This is an optimization exercise on Yosys and OpenROAD, whose aim is small area, not a production implementation.
The RTL was checked by simulation tests, not by an equivalence proof against the original design.
No run shown here takes its clock network from TritonCTS; it comes from the design's own scripts or RTL.
No driver is modelled on the clock port, so clock power and skew are understated where the tree is cut down; a real chip needs a root buffer or a tree.
No activity file was given, so power comes from the tool's default toggle rates.

### design/flow/flow/settings.sh
export BUFFER_PORTS_ARGS="-buffer_cell sky130_fd_sc_hd__buf_1"
export CTS_ARGS="-sink_clustering_enable -repair_clock_nets -buf_list sky130_fd_sc_hd__clkbuf_8 -dont_use_dummy_load"
export POST_CTS_TCL=$HERE/flow/clock_tree.tcl
### design/flow/constraint.sdc
create_clock -name core_clock -period 10.0 [get_ports {CLOCK_50}]
set_input_delay 2.0000 -clock core_clock [delete_from_list [all_inputs] [get_ports {CLOCK_50}]]
set_output_delay 2.0000 -clock core_clock [all_outputs]
set_load 0.01 [all_outputs]
### design/flow/flow/abc_template.scr
strash
&get -n
&deepsyn -T 60 -S SEED1
&put
dc2
&get -n
&deepsyn -T 60 -S SEED2
&dch -f
&nf -a -R 1000
&put
### design/flow/standard.sh
#!/bin/bash
# synth_recipe.tcl (not shown) runs the flow's synth.tcl, then flattens the netlist and writes it again
# the make line also repeats each setting of config.mk as NAME=value (left out here)
make -C /OpenROAD-flow-scripts/flow DESIGN_CONFIG=/design/flow/config.mk WORK_HOME=/design/flow/orfs CLKGATE_MAP_FILE= SYNTH_SCRIPT=/design/flow/synth_recipe.tcl "${@:-finish}"
### design/flow/flow/run.sh
#!/bin/bash
# Layout flow: the standard synthesis, its combinational logic re-mapped
# by ABC for area (flip-flops untouched), four ABC runs with different seeds
# in parallel and the smallest kept (its equivalence with the standard
# netlist checked), then the standard ORFS layout with small port buffers
# and a small clock tree.
set -euo pipefail
HERE=$(pwd)
F=$HERE/flow
R=$HERE/orfs/results/$FLOW_PLATFORM/jumpy_hawk/base
LIB=$FLOW_HOME/platforms/$FLOW_PLATFORM/lib/sky130_fd_sc_hd__tt_025C_1v80.lib

bash standard.sh synth > $HERE/synth_std.log 2>&1
cp $R/1_2_yosys.v $HERE/std.v

pids=()
for k in 0 1 2 3; do
  sed -e "s/SEED1/$k/" -e "s/SEED2/$((k + 4))/" $F/abc_template.scr > $HERE/abc_$k.scr
  LIB=$LIB NETLIST_IN=$HERE/std.v NETLIST_OUT=$HERE/new_$k.v ABC_SCRIPT=$HERE/abc_$k.scr \
    yosys -c $F/remap.tcl > $HERE/remap_$k.log 2>&1 &
  pids+=($!)
done
for p in "${pids[@]}"; do wait $p || true; done
best=$(for k in 0 1 2 3; do
  a=$(grep "Chip area" $HERE/remap_$k.log | awk '{print $NF}' || true)
  if [ -n "$a" ] && [ -s $HERE/new_$k.v ]; then echo "$a $k"; fi
done | sort -g | head -1 | awk '{print $2}')
echo "chosen remap: $best" > $HERE/choice.log
grep "Chip area" $HERE/remap_*.log >> $HERE/choice.log
cp $HERE/new_$best.v $HERE/new.v

ln -sf $LIB $HERE/lib.lib
yosys $F/equiv.ys > $HERE/equiv.log 2>&1
rm -f $HERE/lib.lib
cp $HERE/new.v $R/1_2_yosys.v
rm -f $R/1_synth.odb $R/1_synth.sdc

source $F/settings.sh
bash standard.sh finish > $HERE/finish.log 2>&1
### design/flow/flow/remap.tcl
yosys -import
# Re-map the standard synthesis's combinational logic for area. The
# flip-flops stay as they are (same instances, names and cells); only the
# logic between them is rebuilt by ABC with an area-oriented script.
read_liberty -ignore_miss_func $::env(LIB)
read_verilog $::env(NETLIST_IN)
hierarchy -top jumpy_hawk
blackbox sky130_fd_sc_hd__*df*
flatten -noscopeinfo
yosys rename -hide w:*.*
opt_clean -purge
abc -script $::env(ABC_SCRIPT) -liberty $::env(LIB) -dont_use sky130_fd_sc_hd__lpflow_bleeder_1 -dont_use sky130_fd_sc_hd__lpflow_clkbufkapwr_1 -dont_use sky130_fd_sc_hd__lpflow_clkbufkapwr_16 -dont_use sky130_fd_sc_hd__lpflow_clkbufkapwr_2 -dont_use sky130_fd_sc_hd__lpflow_clkbufkapwr_4 -dont_use sky130_fd_sc_hd__lpflow_clkbufkapwr_8 -dont_use sky130_fd_sc_hd__lpflow_clkinvkapwr_1 -dont_use sky130_fd_sc_hd__lpflow_clkinvkapwr_16 -dont_use sky130_fd_sc_hd__lpflow_clkinvkapwr_2 -dont_use sky130_fd_sc_hd__lpflow_clkinvkapwr_4 -dont_use sky130_fd_sc_hd__lpflow_clkinvkapwr_8 -dont_use sky130_fd_sc_hd__lpflow_decapkapwr_12 -dont_use sky130_fd_sc_hd__lpflow_decapkapwr_3 -dont_use sky130_fd_sc_hd__lpflow_decapkapwr_4 -dont_use sky130_fd_sc_hd__lpflow_decapkapwr_6 -dont_use sky130_fd_sc_hd__lpflow_decapkapwr_8 -dont_use sky130_fd_sc_hd__lpflow_inputiso0n_1 -dont_use sky130_fd_sc_hd__lpflow_inputiso0p_1 -dont_use sky130_fd_sc_hd__lpflow_inputiso1n_1 -dont_use sky130_fd_sc_hd__lpflow_inputiso1p_1 -dont_use sky130_fd_sc_hd__lpflow_inputisolatch_1 -dont_use sky130_fd_sc_hd__lpflow_isobufsrc_1 -dont_use sky130_fd_sc_hd__lpflow_isobufsrc_16 -dont_use sky130_fd_sc_hd__lpflow_isobufsrc_2 -dont_use sky130_fd_sc_hd__lpflow_isobufsrc_4 -dont_use sky130_fd_sc_hd__lpflow_isobufsrc_8 -dont_use sky130_fd_sc_hd__lpflow_isobufsrckapwr_16 -dont_use sky130_fd_sc_hd__lpflow_lsbuf_lh_hl_isowell_tap_1 -dont_use sky130_fd_sc_hd__lpflow_lsbuf_lh_hl_isowell_tap_2 -dont_use sky130_fd_sc_hd__lpflow_lsbuf_lh_hl_isowell_tap_4 -dont_use sky130_fd_sc_hd__lpflow_lsbuf_lh_isowell_4 -dont_use sky130_fd_sc_hd__lpflow_lsbuf_lh_isowell_tap_1 -dont_use sky130_fd_sc_hd__lpflow_lsbuf_lh_isowell_tap_2 -dont_use sky130_fd_sc_hd__lpflow_lsbuf_lh_isowell_tap_4 -dont_use sky130_fd_sc_hd__probe_p_8 -dont_use sky130_fd_sc_hd__probec_p_8  -D 10000
setundef -zero
splitnets
opt_clean -purge
hilomap -singleton -hicell sky130_fd_sc_hd__conb_1 HI -locell sky130_fd_sc_hd__conb_1 LO
insbuf -buf sky130_fd_sc_hd__buf_1 A X
opt_clean -purge
stat -liberty $::env(LIB)
write_verilog -noattr -noexpr -nohex -nodec -selected $::env(NETLIST_OUT)
### design/flow/flow/clock_tree.tcl
# Runs after ORFS's CTS (POST_CTS_TCL): replaces the clock tree it built with
# one level of four clkbuf_16, each driving the flip-flops of one quarter of
# the design (k-means on their positions), all four fed by the clock port.
set block [ord::get_db_block]
set db [ord::get_db]
set clk_port_net [$block findNet CLOCK_50]

# the flip-flop clock pins, and the buffers CTS added
set sinks {}
set old_bufs {}
foreach inst [$block getInsts] {
  set mname [[$inst getMaster] getName]
  set ck [$inst findITerm CLK]
  if {$ck ne "NULL" && [string match "sky130_fd_sc_hd__*df*" $mname]} {
    lappend sinks $inst
  }
  if {[string match "sky130_fd_sc_hd__clkbuf_*" $mname]} {
    set a [$inst findITerm A]
    set n [$a getNet]
    if {$n ne "NULL" && ([$n getName] eq "CLOCK_50" || [string match "clknet*" [$n getName]])} {
      lappend old_bufs $inst
    }
  }
}
puts "clock_tree: [llength $sinks] sinks, removing [llength $old_bufs] CTS buffers"

set old_nets {}
foreach inst $old_bufs {
  set n [[$inst findITerm X] getNet]
  if {$n ne "NULL"} { lappend old_nets $n }
}
foreach inst $sinks {
  [$inst findITerm CLK] disconnect
}
foreach inst $old_bufs {
  foreach it [$inst getITerms] {
    if {[$it getNet] ne "NULL" && [[$it getMTerm] getSigType] ne "POWER" && [[$it getMTerm] getSigType] ne "GROUND"} {
      $it disconnect
    }
  }
  odb::dbInst_destroy $inst
}
foreach n [lsort -unique $old_nets] {
  if {[$n getName] ne "CLOCK_50"} { odb::dbNet_destroy $n }
}

# k-means on the flip-flop positions
set K 4
set xs {}
set ys {}
foreach inst $sinks {
  set loc [$inst getLocation]
  lappend xs [lindex $loc 0]
  lappend ys [lindex $loc 1]
}
set n [llength $sinks]
set xmin [tcl::mathfunc::min {*}$xs]; set xmax [tcl::mathfunc::max {*}$xs]
set ymin [tcl::mathfunc::min {*}$ys]; set ymax [tcl::mathfunc::max {*}$ys]
set cx [list [expr {$xmin + ($xmax-$xmin)/4}] [expr {$xmin + 3*($xmax-$xmin)/4}] [expr {$xmin + ($xmax-$xmin)/4}] [expr {$xmin + 3*($xmax-$xmin)/4}]]
set cy [list [expr {$ymin + ($ymax-$ymin)/4}] [expr {$ymin + ($ymax-$ymin)/4}] [expr {$ymin + 3*($ymax-$ymin)/4}] [expr {$ymin + 3*($ymax-$ymin)/4}]]
set assign {}
for {set it 0} {$it < 50} {incr it} {
  set assign {}
  for {set i 0} {$i < $n} {incr i} {
    set best 0; set bd 1e30
    for {set k 0} {$k < $K} {incr k} {
      set d [expr {abs([lindex $xs $i] - [lindex $cx $k]) + abs([lindex $ys $i] - [lindex $cy $k])}]
      if {$d < $bd} { set bd $d; set best $k }
    }
    lappend assign $best
  }
  for {set k 0} {$k < $K} {incr k} {
    set sx 0.0; set sy 0.0; set c 0
    for {set i 0} {$i < $n} {incr i} {
      if {[lindex $assign $i] == $k} {
        set sx [expr {$sx + [lindex $xs $i]}]; set sy [expr {$sy + [lindex $ys $i]}]; incr c
      }
    }
    if {$c > 0} {
      lset cx $k [expr {$sx / $c}]; lset cy $k [expr {$sy / $c}]
    }
  }
}

set master [$db findMaster sky130_fd_sc_hd__clkbuf_16]
for {set k 0} {$k < $K} {incr k} {
  set buf [odb::dbInst_create $block $master clkleaf_$k]
  $buf setLocation [expr {int([lindex $cx $k])}] [expr {int([lindex $cy $k])}]
  $buf setPlacementStatus PLACED
  set net [odb::dbNet_create $block clknet_leaf_$k]
  $net setSigType CLOCK
  [$buf findITerm A] connect $clk_port_net
  [$buf findITerm X] connect $net
  set c 0
  for {set i 0} {$i < $n} {incr i} {
    if {[lindex $assign $i] == $k} {
      [[lindex $sinks $i] findITerm CLK] connect $net
      incr c
    }
  }
  puts "clock_tree: clkleaf_$k at [expr {int([lindex $cx $k])}] [expr {int([lindex $cy $k])}] drives $c flip-flops"
}
global_connect
set_placement_padding -global -left $::env(CELL_PAD_IN_SITES_DETAIL_PLACEMENT) -right $::env(CELL_PAD_IN_SITES_DETAIL_PLACEMENT)
detailed_placement
check_placement -verbose
estimate_parasitics -placement
report_clock_skew
report_check_types -max_slew -max_capacitance -violators
### design/flow/design.v
module jumpy_hawk(
		CLOCK_50,
		SW,
		LEDR,
		KEY,
		HEX0,
		VGA_X,
		VGA_Y,
		VGA_COLOUR,
		VGA_PLOT
);
	input [17:0] SW;
	input CLOCK_50;
	input [3:0] KEY;
	output [6:0] HEX0;
	output [9:0] LEDR;
	output [7:0] VGA_X;
	output [7:0] VGA_Y;
	output [2:0] VGA_COLOUR;
	output VGA_PLOT;
	wire rst = !KEY[0];
	wire run = KEY[1];
	reg en;
	reg [1:0] L;
	reg [6:0] H;
	always @(posedge CLOCK_50)
		if (rst) begin
			en <= 1'b0;
			L <= 2'd0;
			H <= 7'd64;
		end else begin
			if (SW[17]) en <= 1'b1;
			L <= run ? L - 1'b1 : 2'd3;
			if (!run) H <= 7'd0;
			else if (L == 2'd0) H <= {H[5:0], H[6] ^ H[5] ^ (H[5:0] == 6'd0)};
		end
	wire h0 = H == 7'd64;
	wire ctl = en && (h0 || H == 7'd96) && ((h0 && L == 2'd0) || !run);
	wire dtick = run && L == 2'd2;
	localparam K_START = 2'd0, K_GO = 2'd1, K_STOP = 2'd2;
	reg gogo, par;
	reg [3:0] bpos;
	reg [1:0] bk;
	reg [2:0] wpos;
	reg [1:0] wk;
	wire coll;
	wire b_dec = bpos == 4'd3;
	wire w_dec = wpos == 3'd0;
	always @(posedge CLOCK_50)
		if (rst) begin
			gogo <= 1'b0;
			par <= 1'b0;
			bpos <= 4'd3;
			bk <= K_START;
			wpos <= 3'd0;
			wk <= K_START;
		end else if (ctl) begin
			if (!SW[1]) gogo <= 1'b1;
			par <= !par;
			if (par) begin
				if (b_dec) begin
					bk <= (bk == K_START) ? (gogo ? K_GO : K_START) :
						(bk == K_GO && !coll) ? K_GO :
						(bk == K_GO) ? K_STOP : K_START;
					if (bk != K_STOP) bpos <= 4'd7;
				end else
					bpos <= bpos + 1'b1;
			end else begin
				if (w_dec) begin
					wk <= (wk == K_START) ? (gogo ? K_GO : K_START) :
						(wk == K_GO && !coll) ? K_GO :
						(wk == K_GO) ? K_STOP : K_START;
					if (wk != K_STOP) wpos <= 3'd4;
				end else
					wpos <= (wpos == 3'd7) ? 3'd2 : (wpos == 3'd2) ? 3'd0 : wpos + 1'b1;
			end
		end
	wire b_draw = !par && bpos >= 4'd7;
	wire b_del = !par && bpos == 4'd0;
	wire b_upd = !par && bpos == 4'd1;
	wire b_updvy = !par && bpos == 4'd2;
	wire is_wall = par && wpos[2];
	wire w_draw_bot = is_wall && wpos[1:0] == 2'd0;
	wire w_del_bot = is_wall && wpos[1:0] == 2'd1;
	wire w_draw_top = is_wall && wpos[1:0] == 2'd2;
	wire w_del_top = is_wall && wpos[1:0] == 2'd3;
	wire w_upd = par && wpos == 3'd2;
	wire is_bird = b_draw || b_del;
	wire w_bot = is_wall && !wpos[1];
	wire w_del = is_wall && wpos[0];
	wire is_draw = is_bird || is_wall;
	reg [2:0] n;
	always @(posedge CLOCK_50)
		if (rst) n <= 3'd1;
		else if (ctl) n <= 3'd0;
		else if (dtick && n != 3'd5) n <= n + 1'b1;
	wire changed = n == 3'd0;
	wire denable = is_draw && (n == 3'd0 || n == 3'd5);
	reg [7:0] bird_y, vy;
	reg raising, stopped;
	reg [6:0] ry, cb;
	reg [5:0] rv;
	wire tick_y = dtick && b_upd && ry == 7'd96;
	wire tick_vy = dtick && b_updvy && rv == 6'd48;
	wire jump = !KEY[2];
	wire [8:0] ysum;
	wire [7:0] bsum = ysum[7:0];
	wire ge = ysum[8];
	wire [7:0] xsum;
	always @(posedge CLOCK_50)
		if (rst) begin
			ry <= 7'd0;
			rv <= 6'd0;
		end else begin
			if (dtick && b_upd) ry <= {ry[5:0], ry[6] ^ ry[5] ^ (ry[5:0] == 6'd0)};
			if (dtick && b_updvy) rv <= {rv[4:0], rv[5] ^ rv[4] ^ (rv[4:0] == 5'd0)};
		end
	wire cb_idle = cb == 7'd0;
	wire cb_last = cb == 7'd9;
	always @(posedge CLOCK_50)
		if (rst) begin
			bird_y <= 8'd64;
			cb <= 7'd0;
		end else if (tick_y) begin
			if (coll && cb_idle)
				cb <= 7'd1;
			else if (!cb_idle && !cb_last)
				cb <= {cb[5:0], cb[6] ^ cb[5]};
			else if (cb_last) begin
				bird_y <= 8'd64;
				cb <= 7'd0;
			end else if (!stopped && (!raising || ge))
				bird_y <= bsum;
		end
	always @(posedge CLOCK_50)
		if (rst) begin
			vy <= 8'hf8;
			raising <= 1'b1;
			stopped <= 1'b0;
		end else if (tick_vy) begin
			if (coll)
				vy <= raising ? 8'hf8 : 8'h07;
			else if (!raising && jump) begin
				raising <= 1'b1;
				vy <= 8'hf8;
				stopped <= 1'b0;
			end else if (raising && !ge) begin
				vy <= 8'hff;
				raising <= 1'b0;
			end else if (!raising && bsum > 8'd108) begin
				vy <= 8'hff;
				stopped <= 1'b1;
			end else begin
				if (raising && vy == 8'hff) raising <= 1'b0;
				vy <= xsum;    
			end
		end
	reg [7:0] wall_x, score;
	reg [3:0] hole_i, gen;
	reg [6:0] cw;
	reg [3:0] rx;
	wire tick_x = dtick && w_upd && rx == 4'd12;
	wire cw_idle = cw == 7'd0;
	wire cw_last = cw == 7'd9;
	always @(posedge CLOCK_50)
		if (rst) rx <= 4'd0;
		else if (dtick && w_upd) rx <= {rx[2:0], rx[3] ^ rx[2] ^ (rx[2:0] == 3'd0)};
	always @(posedge CLOCK_50)
		if (rst) begin
			wall_x <= 8'd160;
			hole_i <= 4'd0;
			score <= 8'd0;
			cw <= 7'd0;
			gen <= 4'd0;
		end else if (tick_x) begin
			gen <= (gen == 4'd11) ? 4'd1 : gen + 1'b1;
			if (coll && cw_idle)
				cw <= 7'd1;
			else if (!cw_idle && !cw_last)
				cw <= {cw[5:0], cw[6] ^ cw[5]};
			else if (cw_last) begin
				wall_x <= 8'd160;
				score <= 8'd0;
				cw <= 7'd0;
			end else if (wall_x > 8'd1)
				wall_x <= xsum;    
			else begin
				wall_x <= 8'd160;
				hole_i <= gen;
				score <= score + 1'b1;
			end
		end
	wire [5:0] hole =
		hole_i == 4'd0 ? 6'd32 :
		hole_i == 4'd1 ? 6'd50 :
		hole_i == 4'd2 ? 6'd60 :
		hole_i == 4'd3 ? 6'd40 :
		hole_i == 4'd4 ? 6'd6 :
		hole_i == 4'd5 ? 6'd30 :
		hole_i == 4'd6 ? 6'd16 :
		hole_i == 4'd7 ? 6'd10 :
		hole_i == 4'd8 ? 6'd26 :
		hole_i == 4'd9 ? 6'd36 :
		hole_i == 4'd10 ? 6'd0 : 6'd55;
	wire [7:0] hole_bot = {2'b00, hole} + 8'd50;
	assign coll = wall_x <= 8'd12 &&
		(bird_y <= {2'b00, hole} || (bird_y >= {2'b00, hole} + 8'd46 && bird_y <= 8'd251));
	reg [1:0] dx;
	reg [7:0] dy;
	reg fin;
	wire b_upds = b_upd || b_updvy;
	wire [7:0] ya = !par ? bird_y : w_bot ? hole_bot : 8'd0;
	wire [7:0] yb = b_upds ? vy : dy;
	assign ysum = {1'b0, ya} + {1'b0, yb} + (b_upds && !raising);
	wire dx_more = is_bird ? dx != 2'd3 : w_del && !dx[1];
	wire dy_more = is_bird ? dy < 8'd3 :
		w_bot ? ysum < 9'd119 :
		(hole == 6'd0 || dy < {2'b00, hole} - 8'd1);
	always @(posedge CLOCK_50)
		if (rst)
			fin <= 1'b0;
		else if (dtick) begin
			if (denable && !fin) begin
				if (!dx_more && !dy_more)
					fin <= 1'b1;
			end else if (!denable)
				fin <= 1'b0;
		end
	always @(posedge CLOCK_50)
		if (dtick) begin
			if (denable && !fin) begin
				if (dx_more)
					dx <= dx + 1'b1;
				else if (dy_more) begin
					dx <= 2'd0;
					dy <= dy + 1'b1;
				end
			end else if (!denable) begin
				dx <= 2'd0;
				dy <= 8'd0;
			end
		end
	wire inv = w_del && wall_x > 8'd150;
	wire [7:0] xa = !par ? vy : wall_x ^ {8{inv}};
	wire [7:0] xb =
		!par ? 8'h00 :
		w_upd ? 8'hff :
		inv ? {6'b101000, dx} :
		w_del ? {4'b0000, 1'b1, dx[1], !dx[1], dx[0]} :
		{6'b000000, dx};
	wire xc = !par || inv;
	assign xsum = xa + xb + xc;
	wire vis = !changed && is_draw;
	assign VGA_X = !vis ? 8'd0 : is_bird ? {6'b000010, dx} : xsum;
	assign VGA_Y = vis ? ysum[7:0] : 8'd0;
	assign VGA_COLOUR = b_draw ? 3'b100 : (w_draw_bot || w_draw_top) ? 3'b010 : 3'b000;
	assign VGA_PLOT = denable && !fin;
	assign LEDR[7:0] = score;
	assign LEDR[8] = coll;
	assign LEDR[9] = fin;
	wire a = score[0], b = score[1], c = score[2], d = score[3];
	assign HEX0[0] = ~((~a | b | c | d) & (a | b | ~c | d) & (~a | ~b | c | ~d) & (~a | b | ~c | ~d));
	assign HEX0[1] = ~((~a | ~b | ~d) & (a | ~b | ~c) & (a | ~c | ~d) & (~a | b | ~c | d));
	assign HEX0[2] = ~((~b | ~c | ~d) & (a | ~c | ~d) & (a | ~b | c | d));
	assign HEX0[3] = ~((~a | ~b | ~c) & (~a | b | c) & (a | b | ~c | d) & (a | ~b | c | ~d));
	assign HEX0[4] = ~((~a | d) & (~a | b | c) & (b | ~c | d));
	assign HEX0[5] = ~((~a | c | d) & (~b | c | d) & (~a | ~b | d) & (~a | b | ~c | ~d));
	assign HEX0[6] = ~((b | c | d) & (~a | ~b | ~c | d) & (a | b | ~c | ~d));
endmodule
### design/flow/flow/equiv.ys
read_liberty -ignore_miss_func lib.lib
read_verilog std.v
rename jumpy_hawk gold
read_verilog new.v
rename jumpy_hawk gate
flatten -noscopeinfo gold gate
rename -hide w:_*
opt_clean
equiv_make gold gate eq
hierarchy -top eq
equiv_simple
equiv_induct
equiv_status -assert
### design/flow/config.mk
export PLATFORM = sky130hd
export DESIGN_NAME = jumpy_hawk
export DESIGN_NICKNAME = jumpy_hawk
export VERILOG_FILES = /design/flow/design.v
export SDC_FILE = /design/flow/constraint.sdc
export NUM_CORES = 4
export LEC_CHECK = 0
export CAP_MARGIN = 0
export CORE_MARGIN = 2
export CORE_UTILIZATION = 65
export GPL_TIMING_DRIVEN = 0
export SLEW_MARGIN = 0
==> results of run 1 <==
layer usage:
layer	global-route usage (%)	up-vias	wire (um)
met2	48.29	169	6544
met3	4.388	34	783
met1	36.44	2512	5981
li1	-	2655	-
met4	11.05	0	441
met5	0	-	0
registers in the layout, indices dropped and copies added (netlist names), 3 cells and up:
name	cells
cb	7
H	7
rv	6
wall_x	8
hole_i	4
dy	8
bird_y	8
vy	8
score	8
ry	7
wpos	3
n	3
bpos	4
gen	4
cw	7
rx	4
area by class of cell:
| cell class | count | area share [%] |
|---|---|---|
| multi-input combinational | 562 | 53.71 |
| sequential | 110 | 38.21 |
| tap | 105 | 2.181 |
| inverter | 21 | 1.308 |
| buffer | 10 | 2.035 |
| timing repair buffer | 41 | 2.555 |
path summary, 6_finish.rpt:
path,start,endpoint,slack (ps)
setup / recovery,hole_i[2],VGA_Y[7],2290
hold / removal,wall_x[7],wall_x[7],480
setup reg to reg,hole_i[2],dy[2],3690
hold reg to reg,wall_x[7],wall_x[7],480
worst min-delay path, stage by stage (launching register included):
cell and delay (ps):
dfxtp_1 350, clkinv_1 50, a21oi_1 50
power by group through the flow:
stage / Sequential, mW / Clock, mW / Combinational (mW)
2_1_floorplan: 0.464 / 0 / 0.0410
3_3_place_gp: 0.466 / 0 / 0.0536
3_5_place_dp: 0.467 / 0 / 0.0549
5_1_grt: 0.458 / 0.197 / 0.0625
6_report: 0.457 / 0.180 / 0.0560
stage by stage:
step | total power [mW] | area, um2 | hold WS (ps)
after global routing | 0.7170 | 6025 | 523.1
final | 0.6926 | 6025 | 484.6
after floorplan | 0.5052 | 5639 | 440.6
after global placement | 0.5199 | 5924 | 458.7
after detailed placement | 0.5216 | 5924 | 460.0
==> run_results.csv, run 1 <==
group,metric,value,unit
run_status,status,"no timing/DRC/antenna violations",
logic_synthesis,syn_inst,699,
sta,min_period,7713,ps
worst_setup_path,worstPathRequired,8000,ps
clock_network,clock-sinks,110,
floorplan,fp.dieArea,9437,um2
floorplan,die_width,97.15,um
layout,antenna_cells,0,
sta,period_share,77.13,%
worst_setup_path,critical_path.top_delay_family,"adder cells",
sta,setup-violations-final,0,
pwr,pwr-share-seq,65.9,%
place,portBuffers,41,
worst_setup_path,worst-path-stages,20,
pwr,ir_worst_vdd,135.9,uV
floorplan,io_pins,60,
sta,fin_tns_setup,0,ps
place,dpl.hpwl,10.30,mm
min_path,hp-class,"flop to flop",
pwr,p_clk_share,26.0,%
route,dr_total_vias,5370,
pwr,sw_frac_of_total,21.89,%
sta,finalHoldViolCount,0,
pwr,p_comb_share,8.1,%
route,wire_per_inst,16.20,um
floorplan,start_util,67.95,%
pwr,p_int,541.0,uW
place,preCtsSetupSlack,2597,ps
worst_setup_path,crit_top_cell,"maj3_1",
sta,fin_skew,14.71,ps
route,final_antenna_net_count,0,
pwr,power_density,115.0,nW/um2
layout,areaGrowthSynthToFinish,6.834,%
worst_setup_path,cp_data_arrival_time,5710,ps
grt,grt_max_degree,32,
sta,rsz0062_at_grt,"false",
worst_setup_path,critPathMaxFanout,10,
logic_synthesis,post_synth.cell_area_avg,8.067,um2
route,wirelength,13.75,mm
pwr,leakage,2.132,nW
worst_setup_path,reg2reg_depth,21,
sta,layout_setup_ws,2287,ps
clock_network,path_clk_slew,110,ps
route,viasPerCell,6.325,
route,drt_iter0_drc,334,
worst_setup_path,path_cells,"nor2b_1 > a21oi_1 > o21bai_1 > nand2_1 > o21ai_0 > mux2i_1 > nand2_1 > nor2_1 > a21oi_1 > xor2_1 > a31oi_1 > maj3_1 > maj3_1 > maj3_1 > maj3_1 > maj3_1 > xnor2_1 > xnor2_1 > nor2b_1 > buf_1",
layout,final_cell_mix,"nor2_1 (101), dfxtp_1 (100), nand2_1 (75)",
grt,antenna_found_initial,0,
sta,final_max_slew_viol_count,0,
layout,layout_commonest_cell,"nor2_1",
layout,num-nets-final,769,
floorplan,core,8299,um2
sta,relSlewSlack,11.82,%
worst_setup_path,end_kind,"output pin",
place,gp_congestion,0.8856,
layout,multi_input_area,3236,um2
pwr,p_switching,151.6,uW
worst_setup_path,start_kind,"flop",
layout,finalNonFillerCells,849,
layout,drive_above_1_share,0.5376,%
logic_synthesis,synth_area,5639,um2
layout,fillCellCount,697,
clock_network,worstSkewPairLatency,170,ps
worst_setup_path,critPathMaxStageDelay,570,ps
floorplan,die_h,97.15,um
place,dp_cells,845,
route,drc,0,
grt,track_usage,28.45,%
floorplan,rows,33,
min_path,hold_path_depth,2,
worst_setup_path,critPathKind,"flop to output pin",
grt,grt_pass1_vias,4893,
worst_setup_path,slowest_stage,"o21bai_1",
worst_setup_path,crit_buf_inv,1,
layout,ff_latch_area,2302,um2
grt,grt_pass1_wl,22.62,mm
sta,max_freq,129.6,MHz
logic_synthesis,ys_warn_count,1,
grt,grt_remaining_overflow,0,
layout,utilization,72.59,%
flow_run,drv_cap,0,
sta,worstMarginPinSlew,1315,ps
route,dr.pass1.iters,5,
==> run 2: changes to the inputs <==
==> design/flow/flow/settings.sh (replaced) <==
export BUFFER_PORTS_ARGS="-buffer_cell sky130_fd_sc_hd__buf_1"
export CTS_ARGS="-sink_clustering_enable -repair_clock_nets -buf_list sky130_fd_sc_hd__clkbuf_8 -dont_use_dummy_load"
export POST_CTS_TCL=$HERE/flow/clock_tree.tcl
export REMOVE_ABC_BUFFERS=1
==> run 2 against run 1 <==
  * Cell count fell by 0.71%
  * Sequential power about the same
  * Clock skew increased by 7.3 ps
  * Synthesized cell count unchanged
  * Cell area decreased by 0.37%
  * Area after synthesis is the same
  * Routed wire length shrank 0.33%
  * Maximum frequency about the same
  * Via count about the same
  * Flip-flop and latch count stayed put
==> run_results.csv, run 2 <==
group,metric,value,unit
clock_network,worstSkewPairLatency,170,ps
grt,track_usage,28.94,%
route,dr_total_vias,5369,
run_status,status,"no timing/DRC/antenna violations",
sta,rsz0062_at_grt,"false",
floorplan,fp.dieArea,9437,um2
logic_synthesis,post_synth.cell_area_avg,8.067,um2
route,drc,0,
grt,grt_pass1_wl,22.92,mm
worst_setup_path,start_kind,"flop",
layout,final_cell_mix,"nor2_1 (101), dfxtp_1 (100), nand2_1 (75)",
grt,grt_pass1_vias,4827,
sta,min_period,7711,ps
layout,stdcell_area,6002,um2
place,portBuffers,41,
sta,whs,483.8,ps
worst_setup_path,worstPathRequired,8000,ps
worst_setup_path,r2r-start,"hole_i[2]",
place,place_area,5902,um2
sta,max_freq,129.7,MHz
floorplan,rows,33,
clock_network,clock-sinks,110,
grt,grt_remaining_overflow,0,
logic_synthesis,syn_inst,699,
worst_setup_path,critPathMaxFanout,10,
grt,antenna_found_initial,0,
place,gp_congestion,0.8824,
floorplan,start_util,67.95,%
place,dpl.hpwl,10.24,mm
min_path,worstHoldStart,"stopped",
worst_setup_path,critPathKind,"flop to output pin",
pwr,leakage,2.125,nW
sta,final_max_slew_viol_count,0,
route,drt_iter0_drc,308,
layout,fillCellCount,692,
floorplan,die_width,97.15,um
logic_synthesis,ys_warn_count,1,
worst_setup_path,reg2reg_depth,21,
worst_setup_path,r2r-end,"dy[5]",
logic_synthesis,synth_area,5639,um2
worst_setup_path,cp_data_arrival_time,5710,ps
layout,antenna_cells,0,
pwr,ir_worst_vdd,142.3,uV
sta,period_share,77.11,%
layout,drive_above_1_share,0.5420,%
layout,num-nets-final,763,
min_path,hp-class,"flop to flop",
sta,worstMarginPinSlew,1337,ps
floorplan,io_pins,60,
worst_setup_path,end_kind,"output pin",
sta,relSlewSlack,10.32,%
worst_setup_path,rrSetupSlack,3710,ps
floorplan,core,8299,um2
layout,layout_commonest_cell,"nor2_1",
route,dr.pass1.iters,7,
grt,grt_max_degree,35,
sta,fin_tns_setup,0,ps
pwr,power_density,115.5,nW/um2
min_path,hold_path_depth,2,
route,wirelength,13.71,mm
route,viasPerCell,6.369,
clock_network,path_clk_slew,90,ps
sta,fin_skew,21.99,ps
min_path,hold-path-endpoint,"stopped",
route,final_antenna_net_count,0,
sta,finalHoldViolCount,0,
route,wire_per_inst,16.26,um
flow_run,drv_cap,0,
sta,setup-violations-final,0,
layout,areaGrowthSynthToFinish,6.435,%
floorplan,die_h,97.15,um
run 2: power by group:
group	internal [mW]	switching [mW]	leakage, nW	total (mW)
clock	0.0739	0.107	0.0493	0.181
sequential	0.449	0.00802	0.902	0.457
combinational	0.0182	0.0374	1.17	0.0557
run 2: worst max-delay path: stages (launching register included):
cell,delay [ps]
dfxtp_1,430
nor2b_1,250
a21oi_1,160
o21bai_1,590
nand2_1,100
o21ai_0,120
mux2i_1,170
nand2_1,220
nor2_1,70
a21oi_1,220
xor2_1,240
a31oi_1,160
maj3_1,420
maj3_1,400
maj3_1,410
maj3_1,400
maj3_1,420
xnor2_1,160
xnor2_1,260
nor2b_1,170
buf_1,160
run 2: worst max-delay path by stage:
stage / startpoint / endpoint
after floorplan: hole_i[2] / VGA_Y[7]
after global placement: hole_i[2] / VGA_Y[7]
after detailed placement: hole_i[2] / VGA_Y[7]
after global routing: hole_i[2] / VGA_Y[7]
final: hole_i[2] / VGA_Y[7]
run 2: layout make-up:
| type | instances | area (um2) | share of cell area, % |
|---|---|---|---|
| Multi-Input combinational cell | 562 | 3236 | 53.91 |
| Sequential cell | 110 | 2302 | 38.36 |
| Timing Repair Buffer | 41 | 153.9 | 2.564 |
| Tap cell | 105 | 131.4 | 2.189 |
| Buffer | 4 | 100.1 | 1.668 |
| Inverter | 21 | 78.83 | 1.313 |
run 2: stage by stage:
stage / setup slack, ps / power, mW / utilization (%) / instances
final: 2289 / 0.6931 / 72.32 / 843
after global routing: 1812 / 0.7211 / 72.32 / 843
after detailed placement: 2556 / 0.5216 / 71.11 / 839
after global placement: 2630 / 0.5197 / 71.11 / 839
after floorplan: 3235 / 0.5049 / - / 693
run 2: metal layers:
layer,GRT usage (%),up-vias,wire (um)
li1,-,2643,-
met1,38.67,2554,5985
met2,49.89,154,6750
met3,3.813,18,758
met4,6.934,0,210
met5,0,-,0
==> run 3: changes to the inputs <==
==> design/flow/flow/run.sh (replaced) <==
#!/bin/bash
# Layout flow: the standard synthesis, its combinational logic re-mapped
# by ABC for area (flip-flops untouched), eight ABC runs with different seeds
# (four at a time) and the smallest kept (its equivalence with the standard
# netlist checked), then the standard ORFS layout with small port buffers
# and a small clock tree.
set -euo pipefail
HERE=$(pwd)
F=$HERE/flow
R=$HERE/orfs/results/$FLOW_PLATFORM/jumpy_hawk/base
LIB=$FLOW_HOME/platforms/$FLOW_PLATFORM/lib/sky130_fd_sc_hd__tt_025C_1v80.lib

bash standard.sh synth > $HERE/synth_std.log 2>&1
cp $R/1_2_yosys.v $HERE/std.v

# two waves of four ABC runs (NUM_CORES is 4): two deepsyn rounds, then
# three shorter ones, each with its own seeds
for k in 0 1 2 3 4 5 6 7; do
  if [ $k -lt 4 ]; then
    sed -e "s/SEED1/$k/" -e "s/SEED2/$((k + 4))/" $F/abc_template.scr > $HERE/abc_$k.scr
  else
    sed -e "s/SEED1/$((k + 4))/" -e "s/SEED2/$((k + 8))/" -e "s/SEED3/$((k + 12))/" $F/abc_template2.scr > $HERE/abc_$k.scr
  fi
done
for wave in "0 1 2 3" "4 5 6 7"; do
  pids=()
  for k in $wave; do
    LIB=$LIB NETLIST_IN=$HERE/std.v NETLIST_OUT=$HERE/new_$k.v ABC_SCRIPT=$HERE/abc_$k.scr \
      yosys -c $F/remap.tcl > $HERE/remap_$k.log 2>&1 &
    pids+=($!)
  done
  for p in "${pids[@]}"; do wait $p || true; done
done
best=$(for k in 0 1 2 3 4 5 6 7; do
  a=$(grep "Chip area" $HERE/remap_$k.log | awk '{print $NF}' || true)
  if [ -n "$a" ] && [ -s $HERE/new_$k.v ]; then echo "$a $k"; fi
done | sort -g | head -1 | awk '{print $2}')
echo "chosen remap: $best" > $HERE/choice.log
grep "Chip area" $HERE/remap_*.log >> $HERE/choice.log
cp $HERE/new_$best.v $HERE/new.v

ln -sf $LIB $HERE/lib.lib
yosys $F/equiv.ys > $HERE/equiv.log 2>&1
rm -f $HERE/lib.lib
cp $HERE/new.v $R/1_2_yosys.v
rm -f $R/1_synth.odb $R/1_synth.sdc

source $F/settings.sh
bash standard.sh finish > $HERE/finish.log 2>&1
==> design/flow/flow/abc_template2.scr (new file) <==
strash
&get -n
&deepsyn -T 40 -S SEED1
&put
dc2
&get -n
&deepsyn -T 40 -S SEED2
&put
dc2
&get -n
&deepsyn -T 40 -S SEED3
&dch -f
&nf -a -R 1000
&put
==> run 3 against run 2 <==
  * Clock skew is 11 ps lower
  * Sequential share of layout area up 0.23 points
  * Routed wire length rose by 0.66%
  * Still clean
  * Highest routed layer unchanged
  * Largest cell class unchanged
  * Utilization down 0.44 points
==> run_results.csv, run 3 <==
group,metric,value,unit
run_status,status,"no timing/DRC/antenna violations",
sta,worstMarginPinSlew,1070,ps
layout,final_cell_mix,"nor2_1 (104), dfxtp_1 (100), nand2_1 (69)",
route,dr.pass1.iters,5,
sta,fin_skew,10.63,ps
route,drt_iter0_drc,443,
floorplan,fp.dieArea,9370,um2
sta,relSlewSlack,28.09,%
flow_run,drv_cap,0,
layout,num-nets-final,738,
floorplan,io_pins,60,
logic_synthesis,ys_warn_count,1,
route,drc,0,
route,viasPerCell,6.413,
worst_setup_path,crit_top_cell,"maj3_1",
sta,whs,496.6,ps
logic_synthesis,post_synth.cell_area_avg,8.305,um2
grt,track_usage,28.86,%
worst_setup_path,cp_data_arrival_time,5540,ps
sta,fin_tns_setup,0,ps
worst_setup_path,critPathKind,"flop to output pin",
clock_network,clock-sinks,110,
layout,layout_commonest_cell,"nor2_1",
floorplan,die_width,96.80,um
worst_setup_path,rrSetupSlack,3610,ps
grt,grt_pass1_wl,22.86,mm
layout,antenna_cells,0,
grt,grt_pass1_vias,4732,
layout,drive_above_1_share,0.7013,%
floorplan,rows,33,
layout,areaGrowthSynthToFinish,6.571,%
place,portBuffers,41,
layout,fillCellCount,664,
sta,final_max_slew_viol_count,0,
grt,grt_max_degree,30,
worst_setup_path,critPathMaxStageDelay,790,ps
pwr,ir_worst_vdd,166.7,uV
place,dpl.hpwl,10.18,mm
worst_setup_path,end_kind,"output pin",
sta,min_period,7543,ps
sta,finalHoldViolCount,0,
clock_network,worstSkewPairLatency,170,ps
worst_setup_path,path_cells,"nand2b_1 > nand2_1 > nand3b_1 > o21ai_0 > nor2_1 > a21oi_1 > o31ai_1 > a22oi_1 > maj3_1 > maj3_1 > maj3_1 > maj3_1 > maj3_1 > xnor2_1 > nor2_1 > buf_1",
worst_setup_path,critPathMaxFanout,7,
route,wire_per_inst,16.87,um
worst_setup_path,start_kind,"flop",
grt,grt_remaining_overflow,0,
floorplan,start_util,67.45,%
pwr,power_density,116.4,nW/um2
worst_setup_path,crit_start,"hole_i[0]",
sta,period_share,75.43,%
place,gp_congestion,0.9260,
floorplan,core,8299,um2
clock_network,path_clk_slew,100,ps
route,dr_total_vias,5246,
floorplan,die_h,96.80,um
min_path,hp-class,"flop to flop",
logic_synthesis,syn_inst,674,
logic_synthesis,synth_area,5598,um2
worst_setup_path,slowest_stage,"o31ai_1",
worst_setup_path,endpoint,"VGA_Y[7]",
worst_setup_path,r2r-end,"score[7]",
sta,max_freq,132.6,MHz
sta,setup-violations-final,0,
worst_setup_path,r2r-start,"hole_i[0]",
sta,rsz0062_at_grt,"false",
worst_setup_path,worstPathRequired,8000,ps
pwr,leakage,2.171,nW
grt,antenna_found_initial,0,
layout,utilization,71.88,%
worst_setup_path,reg2reg_depth,22,
route,final_antenna_net_count,0,
route,wirelength,13.80,mm
## run 3: layer usage
layer	vias to the layer above	part of all wire (%)	track usage [%]
met5	-	0	0
met4	0	1.7	6.501
met3	23	6.1	4.552
met2	181	48	48.24
met1	2473	45	39.57
li1	2569	-	-
## run 3: cell type report
| cell class | count | area [um2] | area share (%) |
|---|---|---|---|
| buffer | 4 | 100.1 | 1.678 |
| inverter | 14 | 52.55 | 0.8809 |
| multi-input combinational | 544 | 3226 | 54.07 |
| sequential | 110 | 2302 | 38.59 |
| tap | 105 | 131.4 | 2.202 |
| timing repair buffer | 41 | 153.9 | 2.580 |
## run 3: through the flow
step           std cells  instance area (um2)  setup WS (ps)  power [mW]
2_1_floorplan        668                 5575           3644      0.5044
3_3_place_gp         814                 5861           2816      0.5176
3_5_place_dp         814                 5866           2768      0.5197
5_1_grt              818                 5966           2097      0.7156
6_report             818                 5966           2457      0.6944
## run 3: worst min path at each step
| stage | from | slack, ps | cells after the start | to |
|---|---|---|---|---|
| 3_5_place_dp | stopped | 470 | 2 | stopped |
| 2_1_floorplan | stopped | 430 | 2 | stopped |
| 6_report | cb[4] | 500 | 2 | cb[4] |
| 3_3_place_gp | bk[1] | 450 | 2 | bk[1] |
| 5_1_grt | stopped | 510 | 2 | stopped |
## run 3: worst max-delay path, delay by kind of cell, from the launching register on
kind | cells | cell delay, ps
xor+xnor | 1 | 300
fa+ha+maj | 5 | 2120
buf+inv | 1 | 140
simple gates | 5 | 840
compound gates | 4 | 1500
flops | 1 | 480
## run 3: report_power, final
part	switching (mW)	internal [mW]
Combinational	0.0351	0.0190
Clock	0.109	0.0740
Sequential	0.00784	0.449
Total	0.152	0.542
==> run 4: changes to the inputs <==
==> design/flow/flow/run.sh (replaced) <==
#!/bin/bash
# Layout flow: the standard synthesis, its combinational logic re-mapped
# by ABC for area (flip-flops untouched), twelve ABC runs with different seeds
# (four at a time) and the smallest kept (its equivalence with the standard
# netlist checked), then the standard ORFS layout with small port buffers
# and a small clock tree.
set -euo pipefail
HERE=$(pwd)
F=$HERE/flow
R=$HERE/orfs/results/$FLOW_PLATFORM/jumpy_hawk/base
LIB=$FLOW_HOME/platforms/$FLOW_PLATFORM/lib/sky130_fd_sc_hd__tt_025C_1v80.lib

bash standard.sh synth > $HERE/synth_std.log 2>&1
cp $R/1_2_yosys.v $HERE/std.v

# three waves of four ABC runs (NUM_CORES is 4), each three deepsyn rounds
# with its own seeds
seeds=("8 12 16" "11 15 19" "9 13 17" "10 14 18" "20 32 44" "21 33 45"
       "22 34 46" "23 35 47" "24 36 48" "25 37 49" "26 38 50" "27 39 51")
for k in 0 1 2 3 4 5 6 7 8 9 10 11; do
  set -- ${seeds[$k]}
  sed -e "s/SEED1/$1/" -e "s/SEED2/$2/" -e "s/SEED3/$3/" $F/abc_template2.scr > $HERE/abc_$k.scr
done
for wave in "0 1 2 3" "4 5 6 7" "8 9 10 11"; do
  pids=()
  for k in $wave; do
    LIB=$LIB NETLIST_IN=$HERE/std.v NETLIST_OUT=$HERE/new_$k.v ABC_SCRIPT=$HERE/abc_$k.scr \
      yosys -c $F/remap.tcl > $HERE/remap_$k.log 2>&1 &
    pids+=($!)
  done
  for p in "${pids[@]}"; do wait $p || true; done
done
best=$(for k in 0 1 2 3 4 5 6 7 8 9 10 11; do
  a=$(grep "Chip area" $HERE/remap_$k.log | awk '{print $NF}' || true)
  if [ -n "$a" ] && [ -s $HERE/new_$k.v ]; then echo "$a $k"; fi
done | sort -g | head -1 | awk '{print $2}')
echo "chosen remap: $best" > $HERE/choice.log
grep "Chip area" $HERE/remap_*.log >> $HERE/choice.log
cp $HERE/new_$best.v $HERE/new.v

ln -sf $LIB $HERE/lib.lib
yosys $F/equiv.ys > $HERE/equiv.log 2>&1
rm -f $HERE/lib.lib
cp $HERE/new.v $R/1_2_yosys.v
rm -f $R/1_synth.odb $R/1_synth.sdc

source $F/settings.sh
bash standard.sh finish > $HERE/finish.log 2>&1
removed: design/flow/flow/abc_template.scr
==> run 4 against run 3 <==
  * Power unchanged
  * Area after synthesis unchanged
  * Highest routed layer unchanged
  * Global-route usage did not move
  * Register-to-register slack about the same
  * Synthesized cell count unchanged
  * Utilization is the same
  * Cell area unchanged
  * Flip-flop and latch count unchanged
  * Cell count stayed put
  * Critical endpoint unchanged
  * Die area unchanged
  * First-iteration DRC count unchanged
  * Sequential power is essentially flat
==> run_results.csv, run 4 <==
group,metric,value,unit
sta,layout_setup_ws,2457,ps
place,preCtsSetupSlack,2768,ps
worst_setup_path,slowest_stage,"o31ai_1",
sta,max_freq,132.6,MHz
min_path,hp-class,"flop to flop",
sta,final_max_slew_viol_count,0,
route,final_antenna_net_count,0,
grt,grt_pass1_vias,4732,
route,wirelength,13.80,mm
worst_setup_path,end_kind,"output pin",
floorplan,start_util,67.45,%
sta,fin_tns_setup,0,ps
floorplan,core,8299,um2
worst_setup_path,critical_path.top_delay_family,"adder cells",
logic_synthesis,post_synth.cell_area_avg,8.305,um2
floorplan,io_pins,60,
grt,grt_remaining_overflow,0,
floorplan,rows,33,
grt,grt_max_degree,30,
worst_setup_path,crit_buf_inv,1,
layout,num-nets-final,738,
layout,areaGrowthSynthToFinish,6.571,%
layout,layout_commonest_cell,"nor2_1",
layout,antenna_cells,0,
layout,fillCellCount,664,
worst_setup_path,path_cells,"nand2b_1 > nand2_1 > nand3b_1 > o21ai_0 > nor2_1 > a21oi_1 > o31ai_1 > a22oi_1 > maj3_1 > maj3_1 > maj3_1 > maj3_1 > maj3_1 > xnor2_1 > nor2_1 > buf_1",
sta,worstMarginPinSlew,1070,ps
worst_setup_path,critPathMaxStageDelay,790,ps
floorplan,fp.dieArea,9370,um2
grt,antenna_found_initial,0,
sta,fin_skew,10.63,ps
pwr,leakage,2.171,nW
grt,grt_pass1_wl,22.86,mm
route,drt_iter0_drc,443,
run_status,status,"no timing/DRC/antenna violations",
place,portBuffers,41,
place,dpl.hpwl,10.18,mm
clock_network,worstSkewPairLatency,170,ps
worst_setup_path,start_kind,"flop",
worst_setup_path,critPathMaxFanout,7,
flow_run,drv_cap,0,
route,wire_per_inst,16.87,um
layout,final_cell_mix,"nor2_1 (104), dfxtp_1 (100), nand2_1 (69)",
sta,finalHoldViolCount,0,
worst_setup_path,critPathKind,"flop to output pin",
route,dr_total_vias,5246,
clock_network,path_clk_slew,100,ps
route,dr.pass1.iters,5,
logic_synthesis,ys_warn_count,1,
pwr,ir_worst_vdd,166.7,uV
sta,setup-violations-final,0,
sta,period_share,75.43,%
place,gp_congestion,0.9260,
route,viasPerCell,6.413,
floorplan,die_width,96.80,um
worst_setup_path,crit_top_cell,"maj3_1",
sta,relSlewSlack,28.09,%
route,drc,0,
sta,min_period,7543,ps
logic_synthesis,syn_inst,674,
layout,drive_above_1_share,0.7013,%
sta,rsz0062_at_grt,"false",
floorplan,die_h,96.80,um
pwr,power_density,116.4,nW/um2
grt,track_usage,28.86,%
logic_synthesis,synth_area,5598,um2
worst_setup_path,worstPathRequired,8000,ps
clock_network,clock-sinks,110,
worst_setup_path,cp_data_arrival_time,5540,ps
## run 4: worst paths after layout
check | from | to | slack (ps) | cells past startpoint
min reg2reg | cb[4] | cb[4] | 500 | 2
max | hole_i[0] | VGA_Y[7] | 2460 | 16
max reg2reg | hole_i[0] | score[7] | 3610 | 22
min | cb[4] | cb[4] | 500 | 2
## run 4: through the flow
stage / area, um2 / total power, mW / util [%] / cells / hold slack [ps]
floorplan: 5575 / 0.5044 / - / 668 / 427.8
global placement: 5861 / 0.5176 / 70.62 / 814 / 449.7
detailed placement: 5866 / 0.5197 / 70.68 / 814 / 468.0
global route: 5966 / 0.7156 / 71.88 / 818 / 514.4
finish: 5966 / 0.6944 / 71.88 / 818 / 496.6
## run 4: routing by layer
layer	vias up	track usage (%)	part of all wire, %
met3	23	4.552	6.1
met2	181	48.24	48
met5	-	0	0
li1	2569	-	-
met4	0	6.501	1.7
met1	2473	39.57	45
## run 4: layout make-up
class                      instances  area [um2]  share of cell area, %
inverter                          14       52.55                 0.8809
buffer                             4       100.1                  1.678
multi-input combinational        544        3226                  54.07
timing repair buffer              41       153.9                  2.580
tap                              105       131.4                  2.202
sequential                       110        2302                  38.59
## run 4: power by group
| part | switching, mW | internal [mW] |
|---|---|---|
| sequential | 0.00784 | 0.449 |
| clock | 0.109 | 0.0740 |
| combinational | 0.0351 | 0.0190 |
| total | 0.152 | 0.542 |
## run 4: tightest hold or removal path, delay by kind of cell, from the launching register on
kind | cells | cell delay [ps]
flip-flops | 1 | 340
AO/OA/AOI/OAI | 1 | 60
AND/OR/NAND/NOR | 1 | 50
==> run 5: changes to the inputs <==
--- a/design/flow/design.v
+++ b/design/flow/design.v
@@ -91,11 +91,11 @@
 	wire is_draw = is_bird || is_wall;
 	reg [2:0] n;
 	always @(posedge CLOCK_50)
-		if (rst) n <= 3'd1;
-		else if (ctl) n <= 3'd0;
-		else if (dtick && n != 3'd5) n <= n + 1'b1;
-	wire changed = n == 3'd0;
-	wire denable = is_draw && (n == 3'd0 || n == 3'd5);
+		if (rst) n <= 3'b001;
+		else if (ctl) n <= 3'b000;
+		else if (dtick && n != 3'b100) n <= {n[1:0], !n[2]};
+	wire changed = n == 3'b000;
+	wire denable = is_draw && n[1:0] == 2'b00;
 	reg [7:0] bird_y, vy;
 	reg raising, stopped;
 	reg [6:0] ry, cb;
@@ -116,20 +116,19 @@
 			if (dtick && b_updvy) rv <= {rv[4:0], rv[5] ^ rv[4] ^ (rv[4:0] == 5'd0)};
 		end
 	wire cb_idle = cb == 7'd0;
-	wire cb_last = cb == 7'd9;
-	always @(posedge CLOCK_50)
-		if (rst) begin
+	wire cb_last = cb == 7'h40;
+	always @(posedge CLOCK_50)
+		if (rst)
+			cb <= 7'd0;
+		else if (tick_y && (!cb_idle || coll))
+			cb <= {cb[5:0], cb[6] ^ cb[1] ^ cb[2] ^ (!cb[0] && !cb[2])};
+	always @(posedge CLOCK_50)
+		if (rst)
 			bird_y <= 8'd64;
-			cb <= 7'd0;
-		end else if (tick_y) begin
-			if (coll && cb_idle)
-				cb <= 7'd1;
-			else if (!cb_idle && !cb_last)
-				cb <= {cb[5:0], cb[6] ^ cb[5]};
-			else if (cb_last) begin
+		else if (tick_y) begin
+			if (cb_last)
 				bird_y <= 8'd64;
-				cb <= 7'd0;
-			end else if (!stopped && (!raising || ge))
+			else if (cb_idle && !coll && !stopped && (!raising || ge))
 				bird_y <= bsum;
 		end
 	always @(posedge CLOCK_50)
@@ -155,39 +154,41 @@
 				vy <= xsum;    
 			end
 		end
-	reg [7:0] wall_x, score;
+	reg [7:0] w, score;
 	reg [3:0] hole_i, gen;
 	reg [6:0] cw;
 	reg [3:0] rx;
 	wire tick_x = dtick && w_upd && rx == 4'd12;
 	wire cw_idle = cw == 7'd0;
-	wire cw_last = cw == 7'd9;
+	wire cw_last = cw == 7'h40;
 	always @(posedge CLOCK_50)
 		if (rst) rx <= 4'd0;
 		else if (dtick && w_upd) rx <= {rx[2:0], rx[3] ^ rx[2] ^ (rx[2:0] == 3'd0)};
 	always @(posedge CLOCK_50)
-		if (rst) begin
-			wall_x <= 8'd160;
+		if (rst)
+			cw <= 7'd0;
+		else if (tick_x && (!cw_idle || coll))
+			cw <= {cw[5:0], cw[6] ^ cw[1] ^ cw[2] ^ (!cw[0] && !cw[2])};
+	wire wrap = w == 8'd159;
+	always @(posedge CLOCK_50)
+		if (rst) begin
+			w <= 8'd0;
 			hole_i <= 4'd0;
 			score <= 8'd0;
-			cw <= 7'd0;
 			gen <= 4'd0;
 		end else if (tick_x) begin
 			gen <= (gen == 4'd11) ? 4'd1 : gen + 1'b1;
-			if (coll && cw_idle)
-				cw <= 7'd1;
-			else if (!cw_idle && !cw_last)
-				cw <= {cw[5:0], cw[6] ^ cw[5]};
-			else if (cw_last) begin
-				wall_x <= 8'd160;
+			if (cw_last) begin
+				w <= 8'd0;
 				score <= 8'd0;
-				cw <= 7'd0;
-			end else if (wall_x > 8'd1)
-				wall_x <= xsum;    
-			else begin
-				wall_x <= 8'd160;
-				hole_i <= gen;
-				score <= score + 1'b1;
+			end else if (cw_idle && !coll) begin
+				if (!wrap)
+					w <= xsum;    
+				else begin
+					w <= 8'd0;
+					hole_i <= gen;
+					score <= score + 1'b1;
+				end
 			end
 		end
 	wire [5:0] hole =
@@ -203,7 +204,7 @@
 		hole_i == 4'd9 ? 6'd36 :
 		hole_i == 4'd10 ? 6'd0 : 6'd55;
 	wire [7:0] hole_bot = {2'b00, hole} + 8'd50;
-	assign coll = wall_x <= 8'd12 &&
+	assign coll = w >= 8'd148 &&
 		(bird_y <= {2'b00, hole} || (bird_y >= {2'b00, hole} + 8'd46 && bird_y <= 8'd251));
 	reg [1:0] dx;
 	reg [7:0] dy;
@@ -240,16 +241,14 @@
 				dy <= 8'd0;
 			end
 		end
-	wire inv = w_del && wall_x > 8'd150;
-	wire [7:0] xa = !par ? vy : wall_x ^ {8{inv}};
+	wire special = w_del && w < 8'd10;
+	wire [7:0] xa = !par ? vy : (special || w_upd) ? w : ~w;
 	wire [7:0] xb =
-		!par ? 8'h00 :
-		w_upd ? 8'hff :
-		inv ? {6'b101000, dx} :
-		w_del ? {4'b0000, 1'b1, dx[1], !dx[1], dx[0]} :
-		{6'b000000, dx};
-	wire xc = !par || inv;
-	assign xsum = xa + xb + xc;
+		(!par || w_upd) ? 8'h00 :
+		special ? {6'b000000, dx} :
+		w_del ? {5'b10101, dx[1], !dx[1], dx[0]} :
+		{6'b101000, dx};
+	assign xsum = xa + xb + !special;
 	wire vis = !changed && is_draw;
 	assign VGA_X = !vis ? 8'd0 : is_bird ? {6'b000010, dx} : xsum;
 	assign VGA_Y = vis ? ysum[7:0] : 8'd0;
==> run 5 against run 4 <==
  * Sequential share of layout area is essentially flat
  * Global-route usage is 0.66 points lower
  * Clock power about the same
==> run_results.csv, run 5 <==
group,metric,value,unit
grt,grt_max_degree,33,
layout,antenna_cells,0,
layout,ff_latch_area,2302,um2
sta,rsz0062_at_grt,"false",
route,viasPerCell,6.340,
floorplan,core,8299,um2
grt,grt_pass1_wl,22.41,mm
clock_network,worstSkewPairLatency,170,ps
route,wire_per_inst,16.38,um
layout,stdcell_area,5972,um2
place,portBuffers,41,
grt,grt_pass1_vias,4765,
worst_setup_path,start_kind,"flop",
sta,fin_tns_setup,0,ps
route,drc,0,
pwr,power_density,115.8,nW/um2
sta,worstMarginPinSlew,1330,ps
worst_setup_path,cp_data_arrival_time,5770,ps
route,drt_iter0_drc,413,
worst_setup_path,critPathKind,"flop to output pin",
place,dpl.hpwl,9.978,mm
pwr,leakage,2.106,nW
worst_setup_path,reg2reg_depth,15,
layout,areaGrowthSynthToFinish,6.564,%
pwr,ir_worst_vdd,121.1,uV
floorplan,start_util,67.53,%
grt,track_usage,28.19,%
grt,grt_remaining_overflow,0,
sta,fin_skew,15.90,ps
layout,multi_input_area,3221,um2
layout,num-nets-final,744,
worst_setup_path,rrSetupSlack,3720,ps
clock_network,clock-sinks,110,
logic_synthesis,post_synth.cell_area_avg,8.241,um2
grt,antenna_found_initial,0,
floorplan,die_width,96.86,um
place,place_area,5872,um2
layout,final_cell_mix,"dfxtp_1 (100), nor2_1 (94), nand2_1 (72)",
layout,drive_above_1_share,0.6954,%
min_path,worstHoldStart,"stopped",
layout,fillCellCount,677,
sta,finalHoldViolCount,0,
route,wirelength,13.50,mm
layout,layout_commonest_cell,"dfxtp_1",
sta,final_max_slew_viol_count,0,
floorplan,io_pins,60,
logic_synthesis,syn_inst,680,
floorplan,die_h,96.86,um
min_path,hold-path-endpoint,"stopped",
worst_setup_path,r2r-start,"par",
min_path,hold_path_depth,2,
logic_synthesis,ys_warn_count,1,
min_path,hp-class,"flop to flop",
sta,min_period,7767,ps
sta,max_freq,128.7,MHz
sta,relSlewSlack,10.77,%
route,final_antenna_net_count,0,
clock_network,path_clk_slew,110,ps
worst_setup_path,critPathMaxFanout,24,
route,dr_total_vias,5224,
flow_run,drv_cap,0,
floorplan,fp.dieArea,9381,um2
worst_setup_path,end_kind,"output pin",
worst_setup_path,worstPathRequired,8000,ps
place,gp_congestion,0.9110,
worst_setup_path,r2r-end,"bird_y[3]",
run_status,status,"no timing/DRC/antenna violations",
sta,period_share,77.67,%
floorplan,rows,33,
route,dr.pass1.iters,5,
logic_synthesis,synth_area,5604,um2
sta,setup-violations-final,0,
run 5: cell types whose count changed in the layout (fill, tap and decap cells not counted), sizes merged, moves of 7 or more:
cell | before | now
o21ai | 43 | 56
and3 | 20 | 8
nand3 | 8 | 20
xor2 | 8 | 19
nor2 | 104 | 94
xnor2 | 27 | 18
a21oi | 55 | 48
run 5: cell type report:
| cell class | count | area share (%) |
|---|---|---|
| buffer | 4 | 1.676 |
| tap | 105 | 2.200 |
| inverter | 17 | 1.069 |
| timing repair buffer | 41 | 2.577 |
| sequential | 110 | 38.55 |
| multi-input combinational | 547 | 53.93 |
run 5: critical path: stages, from the launching register on:
cell and delay (ps):
dfxtp_1 950, clkinv_1 630, a311oi_1 830, nor2_1 350, nand2_1 150, o21ai_0 150
xor2_1 230, maj3_1 410, nand2_1 90, o21ai_0 130, mux2_1 350, and2_0 230
xor2_1 190, o21ai_0 200, o32ai_1 130, xor2_1 230, nor2_1 160, buf_1 170
run 5: how the worst max path moves through the flow:
| stage | endpoint | slack, ps | start |
|---|---|---|---|
| 2_1_floorplan | VGA_Y[7] | 3100 | par |
| 3_3_place_gp | VGA_Y[7] | 2300 | par |
| 3_5_place_dp | VGA_X[7] | 2690 | par |
| 5_1_grt | VGA_X[7] | 1790 | par |
| 6_report | VGA_X[7] | 2230 | par |
run 5: per-layer routing:
layer	up-vias	GRT usage [%]	wire length, um
met2	174	47.06	6376
met1	2447	39.12	6210
li1	2587	-	-
met3	16	3.251	752
met4	0	7.259	157
met5	-	0	0
run 5: through the flow:
| stage | instances | hold slack (ps) | worst slack [ps] | total power [mW] | utilization [%] |
|---|---|---|---|---|---|
| after floorplan | 674 | 415.9 | 3098 | 0.5038 | - |
| after global placement | 820 | 440.0 | 2299 | 0.5175 | 70.69 |
| after detailed placement | 820 | 444.4 | 2685 | 0.5196 | 70.75 |
| after global routing | 824 | 479.0 | 1793 | 0.7184 | 71.96 |
| final | 824 | 457.1 | 2233 | 0.6914 | 71.96 |
run 5: where the power goes:
group          leakage [nW]  switching, mW  internal, mW
Combinational          1.15         0.0353        0.0183
Sequential            0.902        0.00840         0.449
Clock                0.0493          0.107        0.0739
Total                  2.11          0.150         0.541

afterwards: timing with drivers on the ports:
How much do the figures lean on ideal ports? The routed layouts below were timed once more, with nothing changed but the port constraints.
Step 1 assumes that a clkbuf_16 drives the clock port and a buf_2 every other input.
Step 2, shift: input delay + t, output delay - t, t = (earliest + latest rising clock arrival at the registers) / 2. This alone moves slack from input paths to output paths.
a / b / c = ideal ports / drivers / drivers and shift; a / b = the first two.
| run | shift t [ns] | setup slack, ns | pins driven straight from the clock port |
|---|---|---|---|
| run 1 | 0.239 | 2.287 / 2.207 / 2.446 | 4 |
| run 2 | 0.245 | 2.289 / 2.207 / 2.452 | 4 |
| run 3 | 0.246 | 2.457 / 2.373 / 2.619 | 4 |
| run 4 | 0.246 | 2.457 / 2.373 / 2.619 | 4 |
| run 5 | 0.244 | 2.233 / 2.150 / 2.394 | 4 |
After both steps every run listed still meets setup and hold.
